This design comes from an exercise in tuning for small area on the open sky130 flow, not from production work.
Function was checked by simulation only, so behaviour that the tests miss may differ from the original.
The clock port is modelled as an ideal driver, which makes a skipped or thinned clock tree look cheaper than it is; a real chip needs a root buffer or a tree.

==> job 7513: inputs <==
// Top_Upcounter
module Top_Upcounter (
    input clk,
    input reset,
    input [1:0] sw,
    output [3:0] seg_comm,
    output [7:0] seg
);
    wire run_stop = sw[0];
    wire clear = sw[1];
    reg p2;
    reg [4:0] q;
    reg [1:0] g;
    wire [1:0] sel = {g[1], g[1] ^ g[0]};
    reg run;
    reg [15:0] bcd;
    wire q_in = (~q[0] & ~q[2] & ~q[3] & ~q[4]) | (q[0] & q[2] & ~q[4]) |
                (q[0] & ~q[2] & q[4]) | (~q[0] & q[2] & q[4]);
    wire q_m4 = (q[1] & q[3] & ~q[4]) | (~q[1] & ~q[3] & q[4]);
    wire q_24 = ~q[1] & ~q[2] & ~q[3] & q[4];
    wire tick2 = ~p2 & q_m4;
    wire tick1 = p2 & q_24 & g[1] & g[0];
    wire inc = ~clear & run_stop & tick1 & run;
    wire e1 = inc & bcd[3] & bcd[0];
    wire e2 = e1 & bcd[7] & bcd[4];
    wire e3 = e2 & bcd[11] & bcd[8];
    wire [15:0] bcd_n;
    bcd_step U_d0 (.d(bcd[3:0]), .e(inc), .n(bcd_n[3:0]));
    bcd_step U_d1 (.d(bcd[7:4]), .e(e1), .n(bcd_n[7:4]));
    bcd_step U_d2 (.d(bcd[11:8]), .e(e2), .n(bcd_n[11:8]));
    bcd_step U_d3 (.d(bcd[15:12]), .e(e3), .n(bcd_n[15:12]));
    always @(posedge clk, posedge reset) begin
        if (reset) begin
            p2  <= 0;
            q   <= 0;
            g   <= 0;
            run <= 0;
            bcd <= 0;
        end else begin
            p2 <= ~p2;
            q <= {q[3:0], q_in};
            if (tick2) g <= {g[0], ~g[1]};
            run <= (run & (clear | run_stop)) | (~clear & run_stop & tick1);
  ...
==> module Top_Upcounter, before the edit <==
module Top_Upcounter (
    input clk,
    input reset,
    input [1:0] sw,
    output [3:0] seg_comm,
    output [7:0] seg
);
    wire run_stop = sw[0];
    wire clear = sw[1];
    reg p2;
    reg [4:0] q;
    reg [1:0] g;
    wire [1:0] sel = {g[1], g[1] ^ g[0]};
    reg run;
    reg [15:0] bcd;
    wire q_in = (~q[0] & ~q[2] & ~q[3] & ~q[4]) | (q[0] & q[2] & ~q[4]) |
                (q[0] & ~q[2] & q[4]) | (~q[0] & q[2] & q[4]);
    wire q_m4 = (q[1] & q[3] & ~q[4]) | (~q[1] & ~q[3] & q[4]);
    wire q_24 = ~q[1] & ~q[2] & ~q[3] & q[4];
    wire tick2 = ~p2 & q_m4;
    wire tick1 = p2 & q_24 & g[1] & g[0];
    wire inc = ~clear & run_stop & tick1 & run;
    wire e1 = inc & bcd[3] & bcd[0];
    wire e2 = e1 & bcd[7] & bcd[4];
    wire e3 = e2 & bcd[11] & bcd[8];
    wire [15:0] bcd_n;
    bcd_step U_d0 (.d(bcd[3:0]), .e(inc), .n(bcd_n[3:0]));
    bcd_step U_d1 (.d(bcd[7:4]), .e(e1), .n(bcd_n[7:4]));
    bcd_step U_d2 (.d(bcd[11:8]), .e(e2), .n(bcd_n[11:8]));
    bcd_step U_d3 (.d(bcd[15:12]), .e(e3), .n(bcd_n[15:12]));
    always @(posedge clk, posedge reset) begin
        if (reset) begin
            p2  <= 0;
            q   <= 0;
            g   <= 0;
            run <= 0;
            bcd <= 0;
        end else begin
            p2 <= ~p2;
            q <= {q[3:0], q_in};
            if (tick2) g <= {g[0], ~g[1]};
            run <= (run & (clear | run_stop)) | (~clear & run_stop & tick1);
            bcd <= clear ? 16'd0 : bcd_n;
        end
    end
    fnd_controller U_fndcontroller (
        .sel(sel),
        .bcd(bcd),
        .seg_comm(seg_comm),
        .seg(seg)
    );
endmodule
==> module fnd_controller, before the edit <==
module fnd_controller (
    input [1:0] sel,
    input [15:0] bcd,
    output [3:0] seg_comm,
    output [7:0] seg
);
    assign seg_comm = ~(4'b0001 << sel);
    wire [3:0] d = bcd[4*sel +: 4];
    wire lo = ~d[3] & ~d[2] & ~d[1];       
    assign seg[0] = (lo & d[0]) | (d[2] & ~d[1] & ~d[0]);           
    assign seg[1] = d[2] & (d[1] ^ d[0]);                           
    assign seg[2] = ~d[2] & d[1] & ~d[0];                           
    assign seg[3] = (lo & d[0]) | (d[2] & ~(d[1] ^ d[0]));          
    assign seg[4] = d[0] | (d[2] & ~d[1]);                          
    assign seg[5] = (~d[3] & ~d[2] & d[0]) | (~d[2] & d[1]) | (d[1] & d[0]);  
    assign seg[6] = lo | (d[2] & d[1] & d[0]);                      
    assign seg[7] = 1'b1;
endmodule
export LEC_CHECK = 0
export CAP_MARGIN = 20
export CORE_AREA = 2 2 62 62
export DIE_AREA = 0 0 64 64
export SLEW_MARGIN = 20
create_clock -name core_clock -period 125.0 [get_ports {clk}]
standard.sh (not shown) runs the stock make flow with config.mk's settings and CLKGATE_MAP_FILE= SYNTH_SCRIPT=/design/flow/synth_recipe.tcl, a recipe that flattens the netlist after the stock synthesis.
==> flow/flow/run.sh <==
#!/bin/bash
# Own layout flow: the standard ORFS flow (standard.sh) with
#  - an area-oriented technology mapping in synthesis: the ABC script
#    flow/abc_area.script in place of ORFS's speed script, and no
#    half/full-adder extraction (ADDER_MAP_FILE empty);
#  - buf_1 cells as the port buffers;
#  - no dummy load cells in clock tree synthesis, and one clock buffer
#    (flow/post_cts.tcl, a buf_12) driving all the registers.
# Everything else, the registers and their names included, is the standard
# synthesis and layout. Each tool's output goes to orfs/logs and to the
# log files written here.
set -euo pipefail
W=$(pwd)
F=$W/flow
S=$W/synth_area

mkdir -p $S
# the standard synthesis script, with the ABC script argument replaced
python3 - "$FLOW_HOME/scripts/synth.tcl" "$S/synth_area.tcl" "$F/abc_area.script" <<'PY'
import sys
src, dst, abc = sys.argv[1:4]
s = open(src).read()
old = "  log_cmd abc {*}$abc_args"
assert s.count(old) == 1
s = s.replace(old, "  set abc_args [lreplace $abc_args 1 1 %s]\n%s" % (abc, old))
open(dst, "w").write(s)
PY
# The standard flow's synthesis wrapper, sourcing that script instead of ORFS's
sed "s|\$::env(SCRIPTS_DIR)/synth.tcl|$S/synth_area.tcl|" synth_recipe.tcl > $S/synth_top.tcl
grep -q "$S/synth_area.tcl" $S/synth_top.tcl

export CLK_ROOT_CELL=sky130_fd_sc_hd__buf_12
bash standard.sh \
    SYNTH_SCRIPT=$S/synth_top.tcl \
    ADDER_MAP_FILE= \
    "BUFFER_PORTS_ARGS=-buffer_cell sky130_fd_sc_hd__buf_1" \
    "CTS_ARGS=-sink_clustering_enable -repair_clock_nets -dont_use_dummy_load" \
    POST_CTS_TCL=$F/post_cts.tcl \
    finish > $W/flow_make.log 2>&1
==> flow/flow/post_cts.tcl <==
# After CTS: the design has few registers, so one clock buffer drives them all.
# CTS builds a root buffer and leaf buffers under it; move every sink of the
# leaf buffers onto the root buffer's output, remove the leaf buffers, and
# size the root buffer as CLK_ROOT_CELL.
set block [ord::get_db_block]
set port_net [[$block findBTerm clk] getNet]
set roots {}
foreach it [$port_net getITerms] {
  if {[$it isInputSignal] || [$it getIoType] eq "INPUT"} { lappend roots [$it getInst] }
}
if {[llength $roots] != 1} { error "post_cts: the clock port drives [llength $roots] cells, not one buffer" }
set root [lindex $roots 0]
set root_net [[$root findITerm X] getNet]
set removed 0
foreach it [$root_net getITerms] {
  set inst [$it getInst]
  if {$inst eq $root} { continue }
  if {![string match "sky130_fd_sc_hd__clkbuf_*" [[$inst getMaster] getName]]} { continue }
  set leaf_net [[$inst findITerm X] getNet]
  foreach lit [$leaf_net getITerms] {
    if {[$lit getInst] eq $inst} { continue }
    $lit disconnect
    $lit connect $root_net
  }
  foreach x [$inst getITerms] { if {[$x getNet] ne "NULL"} { $x disconnect } }
  odb::dbInst_destroy $inst
  odb::dbNet_destroy $leaf_net
  incr removed
}
puts "post_cts: removed $removed leaf clock buffers under [$root getName]"
replace_cell [$root getName] $::env(CLK_ROOT_CELL)
puts "post_cts: [$root getName] is now $::env(CLK_ROOT_CELL)"
estimate_parasitics -placement
report_clock_skew
Other scripts of this flow, unchanged in this note and not shown: flow/flow/abc_area.script
==> job 8472 (differences from job 7513) <==
--- a/flow/design.v
+++ b/flow/design.v
@@ -13,5 +13,6 @@
     wire [1:0] sel = {g[1], g[1] ^ g[0]};
     reg run;
-    reg [15:0] bcd;
+    reg pend;
+    reg [3:0] r0, r1, r2, r3;
     wire q_in = (~q[0] & ~q[2] & ~q[3] & ~q[4]) | (q[0] & q[2] & ~q[4]) |
                 (q[0] & ~q[2] & q[4]) | (~q[0] & q[2] & q[4]);
@@ -21,19 +22,26 @@
     wire tick1 = p2 & q_24 & g[1] & g[0];
     wire inc = ~clear & run_stop & tick1 & run;
-    wire e1 = inc & bcd[3] & bcd[0];
-    wire e2 = e1 & bcd[7] & bcd[4];
-    wire e3 = e2 & bcd[11] & bcd[8];
-    wire [15:0] bcd_n;
-    bcd_step U_d0 (.d(bcd[3:0]), .e(inc), .n(bcd_n[3:0]));
-    bcd_step U_d1 (.d(bcd[7:4]), .e(e1), .n(bcd_n[7:4]));
-    bcd_step U_d2 (.d(bcd[11:8]), .e(e2), .n(bcd_n[11:8]));
-    bcd_step U_d3 (.d(bcd[15:12]), .e(e3), .n(bcd_n[15:12]));
+    wire r0_zero = ~r0[3] & ~r0[2] & ~r0[1] & ~r0[0];
+    wire r2_nine = r2[3] & r2[0];
+    wire r3_nine = r3[3] & r3[0];
+    wire c_hund = inc & r2_nine & r3_nine;
+    wire c_turn = pend & (g[0] ? (g[1] ? (r2_nine & r3_nine & r0_zero) : 1'b0)
+                               : (g[1] ? 1'b1 : r0_zero));
+    wire [3:0] x = tick2 ? r1 : r0;
+    wire turn = tick2 & ~clear;
+    wire hold = ~tick2 & ~clear;
+    wire [3:0] x_n;
+    bcd_step U_step (.d(x), .e(tick2 ? c_turn : c_hund), .n(x_n));
     always @(posedge clk, posedge reset) begin
         if (reset) begin
-            p2  <= 0;
-            q   <= 0;
-            g   <= 0;
-            run <= 0;
-            bcd <= 0;
+            p2   <= 0;
+            q    <= 0;
+            g    <= 0;
+            run  <= 0;
+            pend <= 0;
+            r0   <= 0;
+            r1   <= 0;
+            r2   <= 0;
+            r3   <= 0;
         end else begin
             p2 <= ~p2;
@@ -41,10 +49,14 @@
             if (tick2) g <= {g[0], ~g[1]};
             run <= (run & (clear | run_stop)) | (~clear & run_stop & tick1);
-            bcd <= clear ? 16'd0 : bcd_n;
+            pend <= inc | (pend & ~clear & ~(tick2 & ~g[1] & ~g[0]));
+            r0 <= {4{~clear}} & x_n;
+            r1 <= ({4{turn}} & r2) | ({4{hold}} & r1);
+            r2 <= ({4{turn}} & r3) | ({4{hold}} & r2);
+            r3 <= ({4{turn}} & r0) | ({4{hold}} & r3);
         end
     end
     fnd_controller U_fndcontroller (
         .sel(sel),
-        .bcd(bcd),
+        .d(r0),
         .seg_comm(seg_comm),
         .seg(seg)
@@ -64,10 +76,9 @@
 module fnd_controller (
     input [1:0] sel,
-    input [15:0] bcd,
+    input [3:0] d,
     output [3:0] seg_comm,
     output [7:0] seg
 );
     assign seg_comm = ~(4'b0001 << sel);
-    wire [3:0] d = bcd[4*sel +: 4];
     wire lo = ~d[3] & ~d[2] & ~d[1];       
     assign seg[0] = (lo & d[0]) | (d[2] & ~d[1] & ~d[0]);           
--- a/flow/flow/run.sh
+++ b/flow/flow/run.sh
@@ -5,6 +5,8 @@
 #    half/full-adder extraction (ADDER_MAP_FILE empty);
 #  - buf_1 cells as the port buffers;
+#  - cells with a high fanout get the strongest variant of the same area
+#    after floorplan (flow/upsize.tcl), so no buffers are added for slew;
 #  - no dummy load cells in clock tree synthesis, and one clock buffer
-#    (flow/post_cts.tcl, a buf_12) driving all the registers.
+#    (flow/post_cts.tcl) driving all the registers.
 # Everything else, the registers and their names included, is the standard
 # synthesis and layout. Each tool's output goes to orfs/logs and to the
@@ -30,5 +32,7 @@
 grep -q "$S/synth_area.tcl" $S/synth_top.tcl
 
-export CLK_ROOT_CELL=sky130_fd_sc_hd__buf_12
+export CLK_ROOT_CELLS="sky130_fd_sc_hd__buf_8 sky130_fd_sc_hd__buf_12 sky130_fd_sc_hd__clkbuf_16"
+export CLK_SLEW_TARGET_PS=120
+export FANOUT_MIN=8
 bash standard.sh \
     SYNTH_SCRIPT=$S/synth_top.tcl \
@@ -36,4 +40,5 @@
     "BUFFER_PORTS_ARGS=-buffer_cell sky130_fd_sc_hd__buf_1" \
     "CTS_ARGS=-sink_clustering_enable -repair_clock_nets -dont_use_dummy_load" \
+    POST_FLOORPLAN_TCL=$F/upsize.tcl \
     POST_CTS_TCL=$F/post_cts.tcl \
     finish > $W/flow_make.log 2>&1
--- a/flow/flow/post_cts.tcl
+++ b/flow/flow/post_cts.tcl
@@ -1,11 +1,13 @@
 # After CTS: the design has few registers, so one clock buffer drives them all.
 # CTS builds a root buffer and leaf buffers under it; move every sink of the
-# leaf buffers onto the root buffer's output, remove the leaf buffers, and
-# size the root buffer as CLK_ROOT_CELL.
+# leaf buffers onto the root buffer's output and remove the leaf buffers.
+# The root buffer then becomes the first cell of CLK_ROOT_CELLS whose
+# estimated slew at the register clock pins is at most CLK_SLEW_TARGET_PS,
+# else the last cell of that list.
 set block [ord::get_db_block]
 set port_net [[$block findBTerm clk] getNet]
 set roots {}
 foreach it [$port_net getITerms] {
-  if {[$it isInputSignal] || [$it getIoType] eq "INPUT"} { lappend roots [$it getInst] }
+  if {[$it getIoType] eq "INPUT"} { lappend roots [$it getInst] }
 }
 if {[llength $roots] != 1} { error "post_cts: the clock port drives [llength $roots] cells, not one buffer" }
@@ -29,6 +31,26 @@
 }
 puts "post_cts: removed $removed leaf clock buffers under [$root getName]"
-replace_cell [$root getName] $::env(CLK_ROOT_CELL)
-puts "post_cts: [$root getName] is now $::env(CLK_ROOT_CELL)"
+
+proc clk_pin_slew_ps {} {
+  set w 0
+  foreach pin [all_registers -clock_pins -edge_triggered] {
+    foreach edge {rise fall} {
+      foreach a {min max} {
+        set w [expr {max($w, [sta::time_ui_sta [get_property $pin slew_${a}_$edge]] * 1e12)}]
+      }
+    }
+  }
+  return $w
+}
+set chosen ""
+foreach cell $::env(CLK_ROOT_CELLS) {
+  replace_cell [$root getName] $cell
+  estimate_parasitics -placement
+  set s [clk_pin_slew_ps]
+  puts [format "post_cts: %s gives an estimated clock pin slew of %.1f ps" $cell $s]
+  if {$s <= $::env(CLK_SLEW_TARGET_PS)} { set chosen $cell; break }
+}
+if {$chosen eq ""} { set chosen [lindex $::env(CLK_ROOT_CELLS) end]; replace_cell [$root getName] $chosen }
+puts "post_cts: [$root getName] is $chosen"
 estimate_parasitics -placement
 report_clock_skew
==> flow/flow/upsize.tcl (new file) <==
# After floorplan: give each cell that drives FANOUT_MIN or more pins the
# strongest variant of its cell with the same footprint (the same width, so
# the same area), e.g. inv_1 -> inv_2 or o21ai_0 -> o21ai_1. The function and
# the area stay the same; the stronger drive spares the later repair steps
# from adding buffers for slew or capacitance. Registers are left as they are.
set block [ord::get_db_block]
set db [ord::get_db]
set swapped 0
foreach inst [$block getInsts] {
  set m [$inst getMaster]
  set name [$m getName]
  if {![regexp {^(sky130_fd_sc_hd__[a-z0-9]+)_([0-9]+)$} $name -> base size]} { continue }
  if {[string match "*__df*" $name] || [string match "*__conb*" $name]} { continue }
  set fanout 0
  foreach it [$inst getITerms] {
    if {[$it isOutputSignal] && [$it getNet] ne "NULL"} {
      set fanout [expr {[llength [[$it getNet] getITerms]] - 1}]
    }
  }
  if {$fanout < $::env(FANOUT_MIN)} { continue }
  set best ""
  # a clock inverter may also become a plain inverter
  set bases [list $base]
  if {$base eq "sky130_fd_sc_hd__clkinv"} { lappend bases sky130_fd_sc_hd__inv }
  foreach b $bases {
    foreach s {1 2 4 6 8 12 16} {
      if {$b eq $base && $s <= $size} { continue }
      set cand [$db findMaster "${b}_$s"]
      if {$cand eq "NULL"} { continue }
      if {[$cand getWidth] == [$m getWidth] && [$cand getHeight] == [$m getHeight]} { set best "${b}_$s" }
    }
  }
  if {$best ne ""} {
    replace_cell [$inst getName] $best
    puts "upsize: [$inst getName] $name -> $best (fanout $fanout)"
    incr swapped
  }
}
puts "upsize: $swapped cells"
==> flow/flow/v10q.run (new file) <==
nohup: failed to run command './lflow.sh': No such file or directory
--- a/flow/config.mk
+++ b/flow/config.mk
@@ -7,4 +7,6 @@
 export LEC_CHECK = 0
 export CAP_MARGIN = 20
+export CELL_PAD_IN_SITES_DETAIL_PLACEMENT = 2
+export CELL_PAD_IN_SITES_GLOBAL_PLACEMENT = 2
 export CORE_AREA = 2 2 62 62
 export DIE_AREA = 0 0 64 64
==> impl_metrics.yaml <==
worst_setup_path:
  required_ns: 125.00
global_routing:
  grt_util_all_layers_pct: 15.53
synthesis:
  synth_top_family_by_area: "simple AND/OR/NAND/NOR gates"
  netlist_area_um2: 1147
outcome:
  status: "complete, no violations"
The numbers above come from job 7513.

==> impl_metrics.yaml <==
outcome:
  status: "complete, no violations"
synthesis:
  netlist_area_um2: 1132
  synth_top_family_by_area: "compound AO/OA/AOI/OAI gates"
worst_setup_path:
  required_ns: 125.06
The numbers above come from job 8472.

-- static timing again, ports no longer ideal --
The results above use ideal ports. As a check the final layouts listed here were re-extracted and re-timed, cells and wires unchanged. Step 1, drivers: a clkbuf_16 drives clk and a buf_2 each remaining input, both assumed. Step 2 adds t to the input delays and takes it off the output delays; t is the mean of the earliest and latest rising clock arrival at the registers after step 1. Input paths then give back, and output paths get back, about the clock's delay inside the block. Three values: no drivers, after step 1, after step 2; two values: the first two.
| run | shift t [ns] | setup WS [ns] | latest minus earliest clock arrival (ns) | slew at the worst register clock pin (ns) |
|---|---|---|---|---|
| job 7513 | 0.164 | 97.646 / 97.652 / 97.488 | 0.005 / 0.005 | 0.10 / 0.10 |
| job 8472 | 0.165 | 98.409 / 98.417 / 98.252 | 0.005 / 0.005 | 0.11 / 0.11 |
After both steps setup and hold are still met in every run listed. For job 7513, which loses most, drivers alone change the setup slack by +0.006 ns; drivers and shift together by -0.158 ns.
